What follows belongs to an exercise in optimizing a design on an open flow for small area and a short achievable clock period; a production flow would make more cautious choices.
In this exercise RTL edits were held to simulation tests only and were not proved equivalent to the original.
The clock port is modelled as an ideal driver; clocking choices that lean on that would not hold on a real chip.
Power figures rest on the tool's default switching activity, not on a simulated workload.

## flow/design.v (module list and top-level ports; edited modules follow where they fit)
// module fa: 10 lines
// module ha: 9 lines
// module karatsaub: 2751 lines
module karatsaub (
    input             clk,
    input             rst,
    input             in_valid,
    input      [31:0] in_a,
    input      [31:0] in_b,
    output            out_valid,
    output reg [63:0] out_c
);
  // ...
==> flow/flow/run.sh <==
#!/bin/bash
# Layout flow: the standard synthesis unchanged, then the standard ORFS
# layout steps with timing repair aimed below the clock period (a larger
# setup slack margin), and before CTS the port buffers made plain
# buffers (pre_cts.tcl).  Each step's output goes to its own log.
set -e
bash standard.sh synth > synth.log 2>&1
bash standard.sh SETUP_SLACK_MARGIN=6.9 PRE_CTS_TCL=$PWD/flow/pre_cts.tcl HOOK_IN_BUF=sky130_fd_sc_hd__buf_1 HOOK_OUT_BUF=sky130_fd_sc_hd__buf_2 HOOK_FF_SIZE=2 HOOK_R1_SIZE=4  finish > layout.log 2>&1
==> flow/flow/pre_cts.tcl <==
# Port buffers: plain buffers instead of delay cells; output-stage flops
# one size up.  Only drive strengths and buffer types change.
set block [ord::get_db_block]
foreach bterm [$block getBTerms] {
  set net [$bterm getNet]
  if {$net == "NULL"} continue
  set name [$bterm getName]
  if {$name == "clk"} continue
  if {[$bterm getIoType] == "INPUT"} {
    foreach it [$net getITerms] {
      set inst [$it getInst]
      set m [[$inst getMaster] getName]
      if {[string match "*dlybuf*" $m] || [string match "*dlygate*" $m]} {
        replace_cell [$inst getName] $::env(HOOK_IN_BUF)
      }
    }
  } else {
    foreach it [$net getITerms] {
      if {![$it isOutputSignal]} continue
      set inst [$it getInst]
      replace_cell [$inst getName] $::env(HOOK_OUT_BUF)
      # the flop behind the output buffer
      foreach it2 [$inst getITerms] {
        if {![$it2 isInputSignal]} continue
        set n2 [$it2 getNet]
        foreach it3 [$n2 getITerms] {
          if {![$it3 isOutputSignal]} continue
          set f [$it3 getInst]
          set fm [[$f getMaster] getName]
          if {[regsub {_1$} $fm "_$::env(HOOK_FF_SIZE)" nm]} {
            if {[string match "*df*" $fm]} { replace_cell [$f getName] $nm }
          }
        }
      }
    }
  }
}
if {[info exists ::env(HOOK_R1_SIZE)] && $::env(HOOK_R1_SIZE) != ""} {
  foreach inst [$block getInsts] {
    set iname [$inst getName]
    if {![string match "r1_*" $iname]} continue
    set m [[$inst getMaster] getName]
    if {![string match "*dfxtp*" $m]} continue
    foreach it [$inst getITerms] {
      if {![$it isOutputSignal]} continue
      set n [$it getNet]
      if {$n == "NULL"} continue
      if {[llength [$n getITerms]] > 17} { replace_cell $iname sky130_fd_sc_hd__dfxtp_$::env(HOOK_R1_SIZE) }
    }
  }
}
==> flow/standard.sh <==
#!/bin/bash
# synth_recipe.tcl (not shown) runs the flow's synth.tcl, then flattens the netlist and writes it again
# the make line also repeats each setting of config.mk as NAME=value (left out here)
make -C /OpenROAD-flow-scripts/flow DESIGN_CONFIG=/design/flow/config.mk WORK_HOME=/design/flow/orfs CLKGATE_MAP_FILE= SYNTH_SCRIPT=/design/flow/synth_recipe.tcl "${@:-finish}"
==> flow/config.mk <==
export PLATFORM = sky130hd
export DESIGN_NAME = karatsaub
export DESIGN_NICKNAME = karatsaub
export VERILOG_FILES = /design/flow/design.v
export SDC_FILE = /design/flow/constraint.sdc
export NUM_CORES = 4
export LEC_CHECK = 0
export CAP_MARGIN = 20
export CORE_MARGIN = 2
export CORE_UTILIZATION = 60
export CTS_CLUSTER_DIAMETER = 200
export CTS_CLUSTER_SIZE = 15
export SLEW_MARGIN = 20
export SYNTH_HIERARCHICAL = 1
==> flow/constraint.sdc <==
create_clock -name core_clock -period 10.0 [get_ports {clk}]
set_input_delay 2.0000 -clock core_clock [delete_from_list [all_inputs] [get_ports {clk}]]
set_output_delay 2.0000 -clock core_clock [all_outputs]
set_load 0.01 [all_outputs]
==> summary.txt, run 1 <==
Global routing
  • Met3 GRT Util: 0.135
  • Antenna violations before repair: 4
  • GR Util met2: 0.524
  • Vias in the first global route: 23800
  • Grt ovf: 0

Floorplan
  • Tap Count: a little under 700
  • Die width: between 200 and 250 µm
  • Core ar.: 0.0512 mm²

Cells and area
  • Fillers: between 4000 and 5000
  • Seq. cell area: roughly 0.0095 mm²
  • Non-Clock Buffer Count: about 160
  • Synth-to-layout area growth: 6.49%

Place
  • Port bufs: about 130
  • Final Wtd Congestion: 0.879

Synth
  • Synthesized area: roughly 0.031 mm²
  • Number of synthesized flops with an enable pin: 0
  • Synthesized netlist cell count: 2695
  • Yosys reg bits: 462
  • Share of the synthesized area in the top cell type: 0.324

Power and ir drop
  • Leakage power: between 10 and 15 nW
  • Switching Share: 0.410
  • Worst vdd ir: about 220 µV
  • Clk pwr: 1.34 mW
  • Part of the power in the clock network: 0.125
  • Combinational Power Share: 0.543
  • Total power: ~11 mW

Detailed routing
  • Pre-antenna DRT Iters: 7
  • Met1 wire length: ~36 mm
  • Wirelength per Cell: 28.6 µm

Clock tree
  • Clk pin slew, worst setup/hold paths: approximately 70 ps
  • Hold buffers post-CTS: 0

Timing
  • F_max: roughly 0.33 GHz
  • Tightest Pin Transition: about 830 ps
  • Max-slew violations: 0
  • Min Hold Slack: between 300 and 400 ps
  • Crit path time final: 3070 ps

Setup path
  • Capturing point of the worst reg2reg path: out_c[63]
  • Reg2reg path depth: 13
  • Type of origin of the critical path: flip-flop

Worst hold path
  • Hold WC Path Type: reg2reg
  • Hold path depth: 0

Run status
  • Status: complete, no violations
==> run 2: changes to the inputs <==
--- a/flow/flow/run.sh
+++ b/flow/flow/run.sh
@@ -7,2 +7,2 @@
 bash standard.sh synth > synth.log 2>&1
-bash standard.sh SETUP_SLACK_MARGIN=6.9 PRE_CTS_TCL=$PWD/flow/pre_cts.tcl HOOK_IN_BUF=sky130_fd_sc_hd__buf_1 HOOK_OUT_BUF=sky130_fd_sc_hd__buf_2 HOOK_FF_SIZE=2 HOOK_R1_SIZE=4  finish > layout.log 2>&1
+bash standard.sh SETUP_SLACK_MARGIN=6.95 PRE_CTS_TCL=$PWD/flow/pre_cts.tcl HOOK_IN_BUF=sky130_fd_sc_hd__buf_1 HOOK_OUT_BUF=sky130_fd_sc_hd__buf_2 HOOK_FF_SIZE=2 HOOK_R1_SIZE=4  finish > layout.log 2>&1
==> run 2 against run 1 <==
Compared with the run above:
- synthesized cell count did not move
- critical endpoint unchanged
- critical path depth did not move
- clock power barely moved
- first-iteration DRC count rose by 4.2%
- combinational power barely moved
- via count rose by 0.82%
- count of clock-buffer cells in the layout did not move
- design area rose by 0.32%
- sequential share of layout area fell by 0.088 points
==> summary.txt, run 2 <==
Setup path
  • Worst setup path start: vld[3]
  • Critical path depth: 1
  • Reg-to-reg startpoint: r1_in_b_19
  • CP top delay family: flip-flops
  • Arrival time at the worst endpoint: 1070 ps
  • Worst Path Max Fanout: 1
  • Critical path buffers and inverters: 1
  • Critical Path RT: about 8000 ps
  • Reg2reg path depth: 6 (-7)
  • CP Cell Sequence: buf_6
  • Setup crit end kind: output pin
  • Slowest stage delay, CP: 400 ps
  • CP Class: reg2out
  • Type of origin of the critical path: flip-flop
  • Worst path slowest cell: dfrtp_2

Synth
  • Sequential area share after synthesis: 0.299
  • Post-synthesis xor/xnor area fraction: 0.162
  • Mux cell area share after synthesis: 0
  • Yosys cell types: 43
  • Synthesized Nets: 3345
  • Asr flop ratio synth: 0.00866
  • Yosys reg bits: 462 (unchanged)
  • Number of synthesized flops with an enable pin: 0 (unchanged)
  • Synthesized area: 0.0310 mm² (unchanged)
  • Yosys top cell by area: fa_1
  • Synth Area in Compound Gates: 0.115
  • Synth area leaders: fa_1 32%, dfxtp_1 30%, xnor2_1 15%
  • Synth cell count leaders: 516 x xnor2_1, 502 x fa_1, 498 x o22ai_1
  • Share of the synthesized area in the top cell type: 0.324 (unchanged)
  • Adder-Cell Fraction of Synth Area: 0.357
  • Syn Area/Cell: 11.5 µm²
  • Post-synthesis simple-gate area fraction: 0.0227
  • Synthesized netlist cell count: 2695 (unchanged)
  • Largest family of logic cells by synthesized area: adder cells
  • Synth warn: 7
  • Synth Flop Type: dfxtp_1
  • Top-count cell post-synth: xnor2_1

Clock tree
  • CTS tree: done
  • Hold buffers post-CTS: 0 (unchanged)
  • Latest clock arrival within the worst-skew pair: approximately 590 ps
  • Sink Count: 462
  • Clk pin slew, worst setup/hold paths: 70 ps (about the same)
  • CTS Buf Count: 36

Cells and area
  • Synth-to-layout area growth: 6.83%
  • N_diodes: 0
  • Biggest regs: out_c x64, vld x4
  • Commonest non-fill, non-tap cell in the layout: xnor2_1
  • Layout cell share with drive strength beyond 1: 0.111
  • Reg with most FFs: out_c
  • Final net count: 3272
  • Fin area: 0.0331 mm²
  • Largest register FFs: 64
  • Most frequent cells in the layout: 516 x xnor2_1, 502 x fa_1, 498 x o22ai_1

Job
  • Max Cap Viol: 0

Worst hold path
  • Hold_sp: r3_n1482
  • Hold path depth: 0 (unchanged)
  • Hold WC Path Type: reg2reg

Place
  • Final Wtd Congestion: 0.879 (unchanged)
  • Placed Instance Area: 0.0324 mm²
  • DP Worst Slack: around 6600 ps
  • Port bufs: 131 (unchanged)
  • HPWL Detailed: 59.3 mm

Timing
  • F_max: 0.325 GHz (about the same)
  • Setup Viol. Count Final: 0
  • Tightest Pin Transition: 835 ps (+9.37 ps)
  • RSZ-0062 raised after global routing: true
  • Rel. slew slack: 0.443
  • Setup ws final: 6930 ps
  • Max-slew violations: 0 (unchanged)
  • TNS Setup: 0 ps
  • Fin crit share: 0.307
  • Final Hold Fails: 0
  • Crit path time final: 3070 ps (+1.31 ps)
  • Worst Skew: ~30 ps

Detailed routing
  • Routed vias: roughly 22000
  • Pre-antenna DRT Iters: 7 (unchanged)
  • Post-route ant nets: 0
  • DRC Markers: 0
  • Vias per cell: ~6.7
  • DRT iter0 DRCs: 2850
  • Wirelength per Cell: 28.7 µm (+0.50%)
  • Final wirelength: 95.4 mm

Floorplan
  • Die ar.: approximately 0.053 mm²
  • Die Ht: about 230 µm
  • Die width: 231 µm (unchanged)
  • Initial Utilization: 0.605
  • Placement row count: between 80 and 90
  • I/O Pins: about 130
  • Core ar.: 0.0512 mm² (unchanged)

Power and ir drop
  • Leakage power: 12.1 nW (+0.32%)
  • Total power: 10.7 mW (+0.37%)
  • Worst vdd ir: 219 µV (+0.17%)
  • Power Density: 325 mW/mm²

Global routing
  • Grt ovf: 0 (unchanged)
  • Vias in the first global route: 23800 (+0.23%)
  • Largest net degree at the start of global routing: 35
  • Antenna violations before repair: 4 (unchanged)
  • First-pass GRT wire length: roughly 150 mm
  • Gr usage total: 0.364

Run status
  • Status: complete, no violations
==> run 2: cell counts after synthesis <==
Identical to the previous run, type by type.
==> run 2: layout make-up <==
| type | count | area (µm²) |
|---|---|---|
| clock buffers | 56 | 997 |
| clock inverters | 3 | 22.5 |
| fillers | 4002 | 18100 |
| inverters | 88 | 348 |
| multi-input cells | 1870 | 20400 |
| flip-flops and latches | 462 | 9540 |
| well taps | 680 | 851 |
| repair buffers | 164 | 933 |
==> run 2: layer usage <==
metal	vias up	global-route usage	part of all wire
met5	-	0	0.00058
met4	8	0.174	0.058
met3	464	0.134	0.14
met2	1836	0.526	0.42
met1	11000	0.487	0.38
li1	8853	-	-
==> run 2: per-stage QoR <==
stage	util	cells	hold WS, ps
after global placement	0.632	3257	315
after floorplan	-	2695	310
after detailed placement	0.633	3258	313
after global routing	0.646	3323	332
final	0.646	3323	324
after CTS	0.644	3320	327
==> run 2: power breakdown <==
group | switching (mW) | internal (mW) | leakage, nW
Sequential | 0.668 | 2.89 | 3.92
Combinational | 3.08 | 2.76 | 7.70
Clock | 0.653 | 0.688 | 0.491
Total | 4.40 | 6.33 | 12.1
==> run 2: kinds of logic after synthesis <==
family          count (synthesis)
compound gates                554
buf+inv                       363
xor+xnor                      574
fa+ha+maj                     583
simple gates                  159
flops                         462
==> run 2: final timing paths <==
path                                  end  slack (ps)
max in group asynchronous          vld[3]        8570
worst max-delay path            out_valid        6930
worst min register to register   out_c[2]         320
worst min-delay path             out_c[2]         320
worst max register to register  r2_n953_0        6990
min in group asynchronous          vld[2]        1280
==> run 2: repair_timing <==
item,4_1_cts,5_1_grt
resized for setup,11,27
setup buffers,3,3
pin swaps,4,9
cloned,0,0
endpoints found under the setup margin,74,30
==> run 2: per-module statistics from Yosys, one instance, submodules excluded <==
| module | area [µm²] | flip-flops and latches |
|---|---|---|
| karatsaub | 20500 | 462 |
| fa | 20.0 | 0 |
| ha | 12.5 | 0 |
==> run 3: changes to the inputs <==
--- a/flow/flow/run.sh
+++ b/flow/flow/run.sh
@@ -7,2 +7,2 @@
 bash standard.sh synth > synth.log 2>&1
-bash standard.sh SETUP_SLACK_MARGIN=6.95 PRE_CTS_TCL=$PWD/flow/pre_cts.tcl HOOK_IN_BUF=sky130_fd_sc_hd__buf_1 HOOK_OUT_BUF=sky130_fd_sc_hd__buf_2 HOOK_FF_SIZE=2 HOOK_R1_SIZE=4  finish > layout.log 2>&1
+bash standard.sh SETUP_SLACK_MARGIN=6.95 PRE_CTS_TCL=$PWD/flow/pre_cts.tcl HOOK_IN_BUF=sky130_fd_sc_hd__buf_1 HOOK_OUT_BUF=sky130_fd_sc_hd__buf_2 HOOK_FF_SIZE=1 HOOK_R1_SIZE=4  finish > layout.log 2>&1
--- a/flow/flow/pre_cts.tcl
+++ b/flow/flow/pre_cts.tcl
@@ -1,3 +1,4 @@
 # Port buffers: plain buffers instead of delay cells; output-stage flops
-# one size up.  Only drive strengths and buffer types change.
+# optionally one size up (HOOK_FF_SIZE).  Only drive strengths and buffer
+# types change.
 set block [ord::get_db_block]
@@ -29,3 +30,3 @@
           set fm [[$f getMaster] getName]
-          if {[regsub {_1$} $fm "_$::env(HOOK_FF_SIZE)" nm]} {
+          if {$::env(HOOK_FF_SIZE) != 1 && [regsub {_1$} $fm "_$::env(HOOK_FF_SIZE)" nm]} {
             if {[string match "*df*" $fm]} { replace_cell [$f getName] $nm }
==> run 3 against run 2 <==
Compared with the run above:
- still clean
- design area down 0.17%
- non-clock buffer count up 1
- count of clock-buffer cells in the layout stayed put
- final cell count about the same
- register-to-register slack got worse by 30 ps
- global-route usage barely moved
- die area unchanged
- critical path type unchanged
==> summary.txt, run 3 <==
Run status
  • Status: complete, no violations

Worst hold path
  • Hold_sp: r3_n1482
  • Worst hold endpoint: out_c[2]
  • Hold WC Path Type: reg2reg
  • Hold path depth: 0 (unchanged)

Setup path
  • Capturing point of the worst reg2reg path: r2_n953_0
  • CP Class: reg2out
  • Critical path buffers and inverters: 1 (unchanged)
  • Reg2reg path depth: 6 (unchanged)
  • Reg-to-reg slack, setup: 6960 ps (-30 ps)
  • Reg-to-reg startpoint: r1_in_b_19
  • Type of origin of the critical path: flip-flop
  • Worst Path Max Fanout: 1 (unchanged)
  • Setup crit end kind: output pin
  • Worst path slowest cell: dfrtp_1
  • CP top delay family: flip-flops
  • Critical Path RT: 8000 ps (about the same)
  • Slowest stage delay, CP: 360 ps (-40 ps)
  • Arrival time at the worst endpoint: 1050 ps (-20 ps)
  • CP Cell Sequence: buf_2

Synth
  • Number of synthesized flops with an enable pin: 0 (unchanged)
  • Top-count cell post-synth: xnor2_1
  • Sequential area share after synthesis: 0.299 (unchanged)
  • Yosys reg bits: 462 (unchanged)
  • Synth Flop Type: dfxtp_1
  • Share of the synthesized area in the top cell type: 0.324 (unchanged)
  • Synth cell count leaders: 516 x xnor2_1, 502 x fa_1, 498 x o22ai_1
  • Yosys cell types: 43 (unchanged)
  • Yosys top cell by area: fa_1
  • Synthesized area: 0.0310 mm² (unchanged)
  • Synth warn: 7 (unchanged)
  • Synth area leaders: fa_1 32%, dfxtp_1 30%, xnor2_1 15%
  • Synthesized netlist cell count: 2695 (unchanged)
  • Synthesized Nets: 3345 (unchanged)
  • Syn Area/Cell: 11.5 µm² (unchanged)
  • Asr flop ratio synth: 0.00866 (unchanged)

Clock tree
  • CTS Buf Count: 36 (unchanged)
  • Latest clock arrival within the worst-skew pair: 590 ps (about the same)
  • Hold buffers post-CTS: 0 (unchanged)
  • Sink Count: 462 (unchanged)
  • Clk pin slew, worst setup/hold paths: 70 ps (about the same)
  • CTS tree: done

Place
  • HPWL Detailed: 59.3 mm (unchanged)
  • Port bufs: 131 (unchanged)
  • Final Wtd Congestion: 0.879 (unchanged)

Floorplan
  • I/O Pins: 132 (unchanged)
  • Die ar.: 0.0535 mm² (unchanged)
  • Die Ht: 231 µm (unchanged)
  • Die width: 231 µm (unchanged)
  • Initial Utilization: 0.605 (unchanged)
  • Core ar.: 0.0512 mm² (unchanged)
  • Placement row count: 83 (unchanged)

Global routing
  • Grt ovf: 0 (unchanged)
  • Largest net degree at the start of global routing: 35 (unchanged)
  • Antenna violations before repair: 4 (unchanged)
  • Vias in the first global route: 23800 (-0.063%)
  • Gr usage total: 0.364 (about the same)
  • First-pass GRT wire length: 145 mm (about the same)

Power and ir drop
  • Worst vdd ir: 218 µV (-0.37%)
  • Leakage power: 12.1 nW (about the same)
  • Power Density: 324 mW/mm² (about the same)

Cells and area
  • Biggest regs: out_c x64, vld x4
  • Commonest non-fill, non-tap cell in the layout: xnor2_1
  • Largest register FFs: 64 (unchanged)
  • Reg with most FFs: out_c
  • Most frequent cells in the layout: 516 x xnor2_1, 502 x fa_1, 498 x o22ai_1
  • Final net count: 3273 (+0.031%)
  • Synth-to-layout area growth: 6.64%
  • Layout cell share with drive strength beyond 1: 0.0900 (-0.0208)

Timing
  • Min Hold Slack: 326 ps (+2.60 ps)
  • Rel. slew slack: 0.432 (-0.0111)
  • RSZ-0062 raised after global routing: true
  • TNS Setup: 0 ps (unchanged)
  • F_max: 0.328 GHz (+0.78%)
  • Worst Skew: 29.9 ps (-0.219 ps)
  • Crit path time final: 3050 ps (-23.9 ps)
  • Setup Viol. Count Final: 0 (unchanged)
  • Max-slew violations: 0 (unchanged)
  • Final Hold Fails: 0 (unchanged)
  • Fin crit share: 0.305 (-0.00239)
  • Tightest Pin Transition: 852 ps (+16.7 ps)

Detailed routing
  • Detail Route met2 WL: 39.9 mm (-0.86%)
  • DRT iter0 DRCs: 2642 (-7.3%)
  • Post-route ant nets: 0 (unchanged)
  • Max Used Layer: met5
  • Final wirelength: 95.2 mm (-0.17%)
  • Wirelength per Cell: 28.6 µm (-0.23%)
  • Vias per cell: 6.61 (-0.66%)
  • Routed vias: 22000 (-0.60%)
  • Met1 wire length: 36.3 mm (+0.70%)
  • Pre-antenna DRT Iters: 6 (-1)
  • DRC Markers: 0 (unchanged)
  • Routed wl met3: 13.3 mm (-1.8%)

Job
  • Max Cap Viol: 0 (unchanged)
run 3: report_power, final:
part           switching, mW  total, mW  internal (mW)
registers              0.669       3.53           2.86
logic                   3.08       5.84           2.76
clock network          0.650       1.34          0.688
run 3: metal layers:
layer / up-vias / GRT usage
li1: 8837 / -
met1: 10900 / 0.489
met2: 1789 / 0.523
met3: 458 / 0.134
met4: 8 / 0.175
met5: - / 0
run 3: per-stage QoR:
step	utilization	setup WS [ps]	instances	instance area, µm²	power (mW)
after floorplan	-	7100	2695	31000	7.16
after global placement	0.632	6670	3257	32400	9.29
after detailed placement	0.633	6560	3258	32400	9.49
after CTS	0.642	6890	3320	32900	10.8
after global routing	0.645	6900	3324	33000	11.8
final	0.645	6950	3325	33000	10.7
run 3: timing repair:
action,4_1_cts,5_1_grt
endpoints found under the setup margin,77,32
resized for setup,12,34
pin swaps,4,9
setup buffers,3,4
run 3: cell families (layout without fill, tap and decap cells):
family,Yosys count,after routing,synth area share
DFF,462,462,0.299
xor gates and xnor gates,574,574,0.162
and+or+nand+nor,159,159,0.0227
other,0,1,0
buffers and inverters,363,312,0.0440
adders and majority gates,583,583,0.357
AOI/OAI and AO/OA,554,554,0.115
run 3: worst max path at each step:
stage	depth (start not counted)	to	from	slack [ps]
after CTS	13	out_c[63]	r3_n752_1	6890
after global routing	13	out_c[59]	r3_n1115_0	6900
after detailed placement	6	r2_n1033_0	r1_in_b_31	6560
final	1	out_valid	vld[3]	6950
after floorplan	7	r2_n954_0	r1_in_b_31	7100
after global placement	6	r2_n1003_0	r1_in_b_31	6670
run 3: area by class of cell:
cell class / count / area, µm²
inverters: 88 / 348
clock inverters: 3 / 22.5
well taps: 680 / 851
flip-flops and latches: 462 / 9470
fillers: 4017 / 18200
diodes: 1 / 2.50
clock buffers: 56 / 997
multi-input cells: 1870 / 20400
repair buffers: 165 / 941
run 3: Yosys stat by module, one instance, submodules excluded:
| module | times used | flops+latches | cells | area, µm² |
|---|---|---|---|---|
| fa | 502 | 0 | 1 | 20.0 |
| ha | 33 | 0 | 1 | 12.5 |
| karatsaub | 1 | 462 | 2160 | 20500 |
==> run 4: changes to the inputs <==
==> flow/run.sh (new file) <==
#!/bin/bash
# synth_recipe.tcl (not shown) runs the flow's synth.tcl, then flattens the netlist and writes it again
# the make line also repeats each setting of config.mk as NAME=value (left out here)
make -C /OpenROAD-flow-scripts/flow DESIGN_CONFIG=/design/flow/config.mk WORK_HOME=/design/flow/orfs CLKGATE_MAP_FILE= SYNTH_SCRIPT=/design/flow/synth_recipe.tcl finish
--- a/flow/config.mk
+++ b/flow/config.mk
@@ -12,2 +12,3 @@
 export CTS_CLUSTER_SIZE = 15
+export SETUP_SLACK_MARGIN = 5
 export SLEW_MARGIN = 20
removed: flow/flow/run.sh
removed: flow/flow/pre_cts.tcl
removed: flow/standard.sh
==> run 4 against run 3 <==
Compared with the run above:
- still clean on timing, DRC and antenna
- sequential share of layout area is 0.68 points lower
- register-to-register slack worse by 440 ps
- routed wire length is 0.57% lower
- critical path depth is 4 higher
- via count is 0.30% lower
- global-route usage is 0.14 points lower
- count of clock-buffer cells in the layout is 17 lower
- clock skew is 6.1 ps higher
- final cell count is 0.75% lower
==> summary.txt, run 4 <==
Place
  • HPWL Detailed: 59.3 mm (unchanged)
  • DP Worst Slack: 6560 ps (unchanged)
  • Final Wtd Congestion: 0.879 (unchanged)
  • Port bufs: 131 (unchanged)

Timing
  • Setup ws final: 6520 ps (-427 ps)
  • Rel. slew slack: 0.199 (-0.233)
  • Crit path time final: 3480 ps (+427 ps)
  • RSZ-0062 raised after global routing: false
  • Final Hold Fails: 0 (unchanged)
  • Min Hold Slack: 328 ps (+1.95 ps)
  • Fin crit share: 0.348 (+0.0427)
  • Tightest Pin Transition: 1200 ps (+348 ps)
  • F_max: 0.288 GHz (-12%)
  • Max-slew violations: 0 (unchanged)
  • Setup Viol. Count Final: 0 (unchanged)
  • Worst Skew: 36.0 ps (+6.09 ps)
  • TNS Setup: 0 ps (unchanged)

Floorplan
  • Die ar.: 0.0535 mm² (unchanged)
  • I/O Pins: 132 (unchanged)
  • Placement row count: 83 (unchanged)
  • Die width: 231 µm (unchanged)
  • Initial Utilization: 0.605 (unchanged)
  • Core ar.: 0.0512 mm² (unchanged)
  • Die Ht: 231 µm (unchanged)

Setup path
  • Arrival time at the worst endpoint: 3910 ps (+2860 ps)
  • Critical Path RT: 10430 ps (+2430 ps)
  • Setup crit end kind: flip-flop
  • Type of origin of the critical path: flip-flop
  • Worst Path Max Fanout: 33 (+32)
  • CP Class: reg2reg

Detailed routing
  • Vias per cell: 6.64 (+0.45%)
  • Final wirelength: 94.7 mm (-0.57%)
  • Wirelength per Cell: 28.7 µm (+0.18%)
  • Post-route ant nets: 0 (unchanged)
  • Pre-antenna DRT Iters: 7 (+1)
  • DRT iter0 DRCs: 2770 (+4.8%)
  • DRC Markers: 0 (unchanged)
  • Routed vias: 21900 (-0.30%)

Synth
  • Share of the synthesized area in the top cell type: 0.324 (unchanged)
  • Yosys reg bits: 462 (unchanged)
  • Number of synthesized flops with an enable pin: 0 (unchanged)
  • Syn Area/Cell: 11.5 µm² (unchanged)
  • Top-count cell post-synth: xnor2_1
  • Synth Flop Type: dfxtp_1
  • Synthesized Nets: 3345 (unchanged)
  • Synth cell count leaders: 516 x xnor2_1, 502 x fa_1, 498 x o22ai_1
  • Synth area leaders: fa_1 32%, dfxtp_1 30%, xnor2_1 15%
  • Sequential area share after synthesis: 0.299 (unchanged)
  • Synthesized netlist cell count: 2695 (unchanged)
  • Yosys cell types: 43 (unchanged)
  • Synthesized area: 0.0310 mm² (unchanged)
  • Yosys top cell by area: fa_1
  • Synth warn: 7 (unchanged)
  • Asr flop ratio synth: 0.00866 (unchanged)

Cells and area
  • Fillers: 3961 (-1.4%)
  • Final Util: 0.651 (+0.00616)
  • Reg with most FFs: out_c
  • Final net count: 3266 (-0.21%)
  • Largest register FFs: 64 (unchanged)
  • Synth-to-layout area growth: 7.66%
  • Commonest non-fill, non-tap cell in the layout: xnor2_1
  • N_diodes: 0 (-1)
  • Biggest regs: out_c x64, vld x4
  • Most frequent cells in the layout: 516 x xnor2_1, 502 x fa_1, 498 x o22ai_1
  • Layout cell share with drive strength beyond 1: 0.0565 (-0.0335)

Global routing
  • Gr usage total: 0.362 (-0.00144)
  • Grt ovf: 0 (unchanged)
  • Vias in the first global route: 23600 (-0.68%)
  • First-pass GRT wire length: 145 mm (-0.43%)
  • Antenna violations before repair: 5 (+1)
  • Largest net degree at the start of global routing: 35 (unchanged)

Clock tree
  • Cts repair resizes: 0 (-12)
  • Clk root buf: clkbuf_16
  • Post-CTS setup buffer count: 0 (-3)
  • CTS tree: done
  • Hold buffers post-CTS: 0 (unchanged)
  • CTS Buffer Depth: 3
  • CTS Buf Count: 36 (unchanged)
  • Clk pin slew, worst setup/hold paths: 70 ps (about the same)
  • Sink Count: 462 (unchanged)
  • Latest clock arrival within the worst-skew pair: 590 ps (about the same)
  • H-Tree Depth: 2

Worst hold path
  • Hold WC Path Type: reg2reg

Run status
  • Status: complete, no violations

Job
  • Max Cap Viol: 0 (unchanged)

Power and ir drop
  • Leakage power: 12.2 nW (+0.53%)
  • Power Density: 323 mW/mm² (-0.55%)
  • Worst vdd ir: 219 µV (+0.77%)
  • Total power: 10.8 mW (+0.40%)
==> run 4: cell families after synthesis <==
kind of cell / Yosys count / share of synthesized area
simple gates: 159 / 0.0227
flops: 462 / 0.299
xor+xnor: 574 / 0.162
fa+ha+maj: 583 / 0.357
buf+inv: 363 / 0.0440
compound gates: 554 / 0.115
==> run 4: layer usage <==
metal  track usage  vias up  share of wire  wire length [µm]
li1              -     8819              -                 -
met5             0        -        0.00073                69
met3         0.136      465           0.14             13500
met2         0.524     1794           0.42             39800
met4         0.170       10          0.058              5480
met1         0.485    10800           0.38             35900
==> run 4: final timing paths <==
path	from	end	slack, ps	depth (start not counted)
min in group asynchronous	rst	vld[3]	1610	2
worst max register to register	r1_in_b_7	r2_n924_0	6520	5
worst min register to register	r2_n1481	r3_n1481	330	0
worst max-delay path	r1_in_b_7	r2_n924_0	6520	5
worst min-delay path	r2_n1481	r3_n1481	330	0
max in group asynchronous	rst	vld[1]	8240	2
==> run 4: final cells by class <==
| type | count | area, µm² | share of cell area |
|---|---|---|---|
| multi-input combinational | 1870 | 20300 | 0.610 |
| clock buffer | 39 | 933 | 0.0280 |
| sequential | 462 | 9330 | 0.280 |
| tap | 680 | 851 | 0.0255 |
| inverter | 88 | 332 | 0.00994 |
| timing repair buffer | 158 | 1530 | 0.0460 |
| clock inverter | 3 | 22.5 | 0.000675 |
==> run 4: power by group <==
| group | total (mW) | leakage, nW | switching, mW | internal [mW] |
|---|---|---|---|---|
| Clock | 1.30 | 0.471 | 0.635 | 0.661 |
| Sequential | 3.53 | 3.91 | 0.665 | 2.87 |
| Combinational | 5.93 | 7.81 | 3.07 | 2.86 |
| Total | 10.8 | 12.2 | 4.36 | 6.39 |
==> run 4: critical path: stages (launching register included) <==
cell	delay, ps
dfxtp_1	420
clkinv_2	810
xnor2_1	550
fa_1	570
fa_1	550
fa_1	430
==> run 4: per-stage QoR <==
| stage | cell area [µm²] | instances |
|---|---|---|
| final | 33300 | 3300 |
| after global routing | 33300 | 3300 |
| after CTS | 33300 | 3300 |
| after detailed placement | 32400 | 3258 |
| after global placement | 32400 | 3257 |
| after floorplan | 31000 | 2695 |
==> run 4: modules after synthesis, one instance, submodules excluded <==
module	cell area, µm²	cells inside
ha	12.5	1
fa	20.0	1
karatsaub	20500	2160

-- re-timing with driven ports --
The results above use ideal ports. As a check the final layouts listed here were re-extracted and re-timed, cells and wires unchanged. Step 1 sets driving cells, clkbuf_16 on the clock port and buf_2 on the other inputs (assumed; they add their load-dependent delay and slew). Step 2 adds t to the input delays and takes it off the output delays; t is the mean of the earliest and latest rising clock arrival at the registers after step 1. Input paths then give back, and output paths get back, about the clock's delay inside the block. a / b / c = no drivers / after step 1 / after step 2; a / b = the first two.
run | shift t [ns] | slack for setup (ns) | worst register clock-pin slew, ns | cell pins on the clock port's net
run 1 | 0.632 | 6.928 / 6.867 / 6.935 | 0.08 / 0.08 | 1
run 2 | 0.633 | 6.927 / 6.864 / 6.995 | 0.08 / 0.08 | 1
run 3 | 0.633 | 6.951 / 6.887 / 6.958 | 0.08 / 0.08 | 1
run 4 | 0.633 | 6.524 / 6.495 / 6.524 | 0.08 / 0.08 | 1
After both steps every run listed still meets setup and hold.
